Source: an optimization exercise on an open RTL-to-GDS flow (aim: small area and a short achievable clock period). Production flows keep margins and buffers that such runs may drop. In this exercise RTL edits were held to simulation tests only and were not proved equivalent to the original. Power figures rest on the tool's default switching activity, not on a simulated workload.

== v23 ==
Design QE_M, start of the top module:
module QE_M (clk, reset, in_a, in_b, in_c, in_x, mode, valid_in, last_input, valid_out, result);
clock: 6.5 ns
lec_check: 0
cap_margin: 20
core_margin: 2
core_utilization: 40
cts_buf_list: sky130_fd_sc_hd__clkbuf_8
place_density: 0.8
setup_slack_margin: 4
slew_margin: 20
synth_hierarchical: 1
standard.sh (not shown) runs the stock make flow with config.mk's settings and CLKGATE_MAP_FILE= SYNTH_SCRIPT=/design/flow/synth_recipe.tcl, a recipe that flattens the netlist after the stock synthesis.
==> flow/flow/run.sh <==
#!/bin/bash
# The standard layout, with buf_2 cells as the port buffers.
bash standard.sh "BUFFER_PORTS_ARGS=-buffer_cell sky130_fd_sc_hd__buf_2" finish > standard.log 2>&1
v23 finished all stages; the layout is clean.
For v45, these inputs were changed with respect to v23:
--- a/flow/config.mk
+++ b/flow/config.mk
@@ -11,3 +11,2 @@
 export CTS_BUF_LIST = sky130_fd_sc_hd__clkbuf_8
-export PLACE_DENSITY = 0.8
 export SETUP_SLACK_MARGIN = 4
[summary]
- Going from v23 to v45, total leakage power went up about 0.6%, combinational cell fraction of total power went up 1.4 points, final critical-path setup slack went up 0.023 ns.
- v45 against v23: fraction of power consumed by sequential logic stayed essentially flat, critical path data required time fell by 0.02 ns.
- v45 reports its capture point of the worst path as R[13] while v23 reports R[15].
--- input diff v45..v12 ---
--- a/flow/config.mk
+++ b/flow/config.mk
@@ -11,3 +11,3 @@
 export CTS_BUF_LIST = sky130_fd_sc_hd__clkbuf_8
-export SETUP_SLACK_MARGIN = 4
+export SETUP_SLACK_MARGIN = 3.8
 export SLEW_MARGIN = 20
==> summary.txt <==
- v12 completed; timing, DRC and antenna clean
- The global-route usage was comparable across v45 and v12.
- In the reports for v45 and v12, the larger net total in the final layout belongs to v45.
- v12 vs. v45: share of the clock period used by the worst path after layout went up by 2.5 points.
- A library cell contributing the largest single delay on the critical path of sky130_fd_sc_hd__o311ai_4 is what v45 shows, while sky130_fd_sc_hd__dfxtp_1 belongs to v12.

== main ==
QE_M, a different RTL version from the one above (not shown whole).
Size in the first run: about 880 cells after synthesis, ~150 flip-flops, about 54 I/O pins, about 8500 um2 of cells after synthesis.
Settings: LEC_CHECK=0, CAP_MARGIN=20, CORE_MARGIN=2, CORE_UTILIZATION=40, CTS_BUF_LIST=sky130_fd_sc_hd__clkbuf_8, SETUP_SLACK_MARGIN=4, SLEW_MARGIN=20, SYNTH_HIERARCHICAL=1; clock period 6.5 ns.
==> flow/flow/run.sh <==
#!/bin/bash
# The standard layout, with buf_4 cells as the port buffers.
bash standard.sh "BUFFER_PORTS_ARGS=-buffer_cell sky130_fd_sc_hd__buf_4" finish > standard.log 2>&1
What the feature branch does differently from main at the input level:
- a change of SETUP_SLACK_MARGIN from 4 to 4.2
More vias were needed by the feature branch than by main. The feature branch -> main: parity-gate share of the synthesized area counting xor and xnor cells delta 0, exact match. The lower met2 layer wire length in the routed design came out of the feature branch. In the feature branch, the layout-stage area growth over the synthesis result came out 2.5 points above the value in main. Compared with main, in the feature branch post-detailed-route wirelength per cell level, proportion of total power due to net switching went down, wire length of the first global-routing pass dropped 260 um. | detail-routed via count per cell | the feature branch vs main | 0.035 higher |. Of the feature branch and main, it is the feature branch that has the higher core utilization. Timing, DRC, antenna: 0 failures across main and the feature branch. ~same global-route usage in main and the feature branch.

QE_M, a different RTL version from the one above (not shown whole).
For scale: roughly 880 cells after synthesis, roughly 150 flip-flops, ~54 I/O pins, about 8400 um2 of cells after synthesis.
==> flow/design.v (excerpt) <==
module QE_M (clk, reset, in_a, in_b, in_c, in_x, mode, valid_in, last_input, valid_out, result);
input wire clk, reset, mode;
input wire [7:0] in_a;
input wire [7:0] in_b;
input wire [7:0] in_c;
input wire [7:0] in_x;
input wire valid_in, last_input;
output reg valid_out;
output wire [15:0] result;
reg T1a14, T1a13, T1b13, T1c13, T1a12, T1b12, T1c12, T1a11, T1b11, T1c11, T1a10, T1b10, T1c10, T1a9, T1b9, T1c9, T1a8, T1b8, T1c8, T1a7, T1b7, T1c7, T1a6, T1b6, T1c6, T1a5, T1b5, T1c5, T1a4, T1b4, T1c4, T1a3, T1b3, T1c3, T1a2, T1b2, T1c2, T1a1, T1b1, T1c1, T1a0, T1b0;
reg [7:0]  X1, C1;
reg        m1, f1;
reg [15:0] R;
reg [3:0]  bo, bt, bn;   
reg [3:0]  bnn;          
reg        x7;
reg [7:0]  C2;
reg        keep2;
reg S3a15, S3b15, S3a14, S3b14, S3a13, S3b13, S3a12, S3b12, S3a11, S3b11, S3a10, S3b10, S3a9, S3b9, S3a8, S3b8, S3a7, S3b7, S3a6, S3b6, S3a5, S3b5, S3a4, S3b4, S3a3, S3b3, S3a2, S3b2, S3a1, S3b1, S3a0, S3b0;
reg [15:0] Y;
reg        q1, q2, q3;   
reg        lastd;        
wire [15:0] S3a = {S3a15, S3a14, S3a13, S3a12, S3a11, S3a10, S3a9, S3a8, S3a7, S3a6, S3a5, S3a4, S3a3, S3a2, S3a1, S3a0};
wire [15:0] S3b = {S3b15, S3b14, S3b13, S3b12, S3b11, S3b10, S3b9, S3b8, S3b7, S3b6, S3b5, S3b4, S3b3, S3b2, S3b1, S3b0};
wire [15:0] S3s;
wire [15:0] td_cp_p, td_cp_g, td_cp_c;
qe_x2 td_cp_px0 (.a(S3a[0]), .b(S3b[0]), .y(td_cp_p[0]));
assign td_cp_g[0] = ~(S3a[0] | S3b[0]);
qe_x2 td_cp_px1 (.a(S3a[1]), .b(S3b[1]), .y(td_cp_p[1]));
assign td_cp_g[1] = ~(S3a[1] | S3b[1]);
qe_x2 td_cp_px2 (.a(S3a[2]), .b(S3b[2]), .y(td_cp_p[2]));
assign td_cp_g[2] = ~(S3a[2] | S3b[2]);
qe_x2 td_cp_px3 (.a(S3a[3]), .b(S3b[3]), .y(td_cp_p[3]));
assign td_cp_g[3] = ~(S3a[3] | S3b[3]);
qe_x2 td_cp_px4 (.a(S3a[4]), .b(S3b[4]), .y(td_cp_p[4]));
assign td_cp_g[4] = ~(S3a[4] | S3b[4]);
qe_x2 td_cp_px5 (.a(S3a[5]), .b(S3b[5]), .y(td_cp_p[5]));
  ...
clock: 6.5 ns
lec_check: 0
cap_margin: 20
core_margin: 2
core_utilization: 40
cts_buf_list: sky130_fd_sc_hd__clkbuf_8
setup_slack_margin: 4.2
slew_margin: 20
synth_hierarchical: 1
==> flow/flow/run.sh <==
#!/bin/bash
# The standard layout, with buf_2 cells as the port buffers.
bash standard.sh "BUFFER_PORTS_ARGS=-buffer_cell sky130_fd_sc_hd__buf_2" finish > standard.log 2>&1
The baseline went through all stages and came out clean.
Rerun with:
CORE_UTILIZATION = 45   (was 40)
SETUP_SLACK_MARGIN = 4   (was 4.2)
Outcome: Clock skew stays flat; clock power drops by 2.8%; hold slack barely changes; power is lower by 4.8%; synthesized cell count is unchanged; count of clock-buffer cells in the layout climbs by 1; setup slack is worse by 110 ps; register-to-register slack degrades by 110 ps.
Rerun with:
==> flow/flow/run.sh (replaced) <==
#!/bin/bash
# The standard layout, with buf_4 cells as the port buffers.
bash standard.sh "BUFFER_PORTS_ARGS=-buffer_cell sky130_fd_sc_hd__buf_4" finish > standard.log 2>&1
CORE_UTILIZATION = 40   (was 45)
SETUP_SLACK_MARGIN = 4.1   (was 4)
Sequential share of layout area came out lower by 1.0 points; global-route usage decreases by 1.6 points; cell area rose by 3.4%.

[separate check: timing with driven ports]
No port has a modelled driver above. Below, the same layouts with a new extraction and two added sets of constraints. Step 1: set_driving_cell puts a clkbuf_16 on clk and a buf_2 on each other input, an assumption about the parent block. Step 2 moves the port delays by t, midway between the first and last clock arrival at a register: inputs arrive t later, outputs are due t later. That takes back most of the time a late clock gives input paths. Slacks: no drivers / after step 1 / after step 2; pairs: no drivers / after step 1.
run | shift t [ns] | slack for setup (ns) | worst setup path after step 2 | worst slew at a driven data input, ns
v23 | 0.500 | 4.075 / 4.075 / 3.637 | input to register | 0.04
v45 | 0.496 | 4.099 / 4.099 / 3.657 | input to register | 0.04
v12 | 0.488 | 3.938 / 3.938 / 3.660 | input to register | 0.03
main | 0.476 | 4.183 / 4.183 / 3.784 | input to register | 0.05
the feature branch | 0.497 | 4.236 / 4.197 / 3.756 | input to register | 0.04
the first run of note 3 | 0.492 | 4.237 / 4.216 / 3.763 | input to register | 0.04
the second run of note 3 | 0.492 | 4.132 / 4.148 / 3.655 | input to register | 0.04
the third run of note 3 | 0.478 | 4.251 / 4.215 / 3.794 | input to register | 0.05
After both steps every run listed still meets setup and hold. For the feature branch, which loses most, drivers alone change the setup slack by -0.039 ns; drivers and shift together by -0.480 ns.
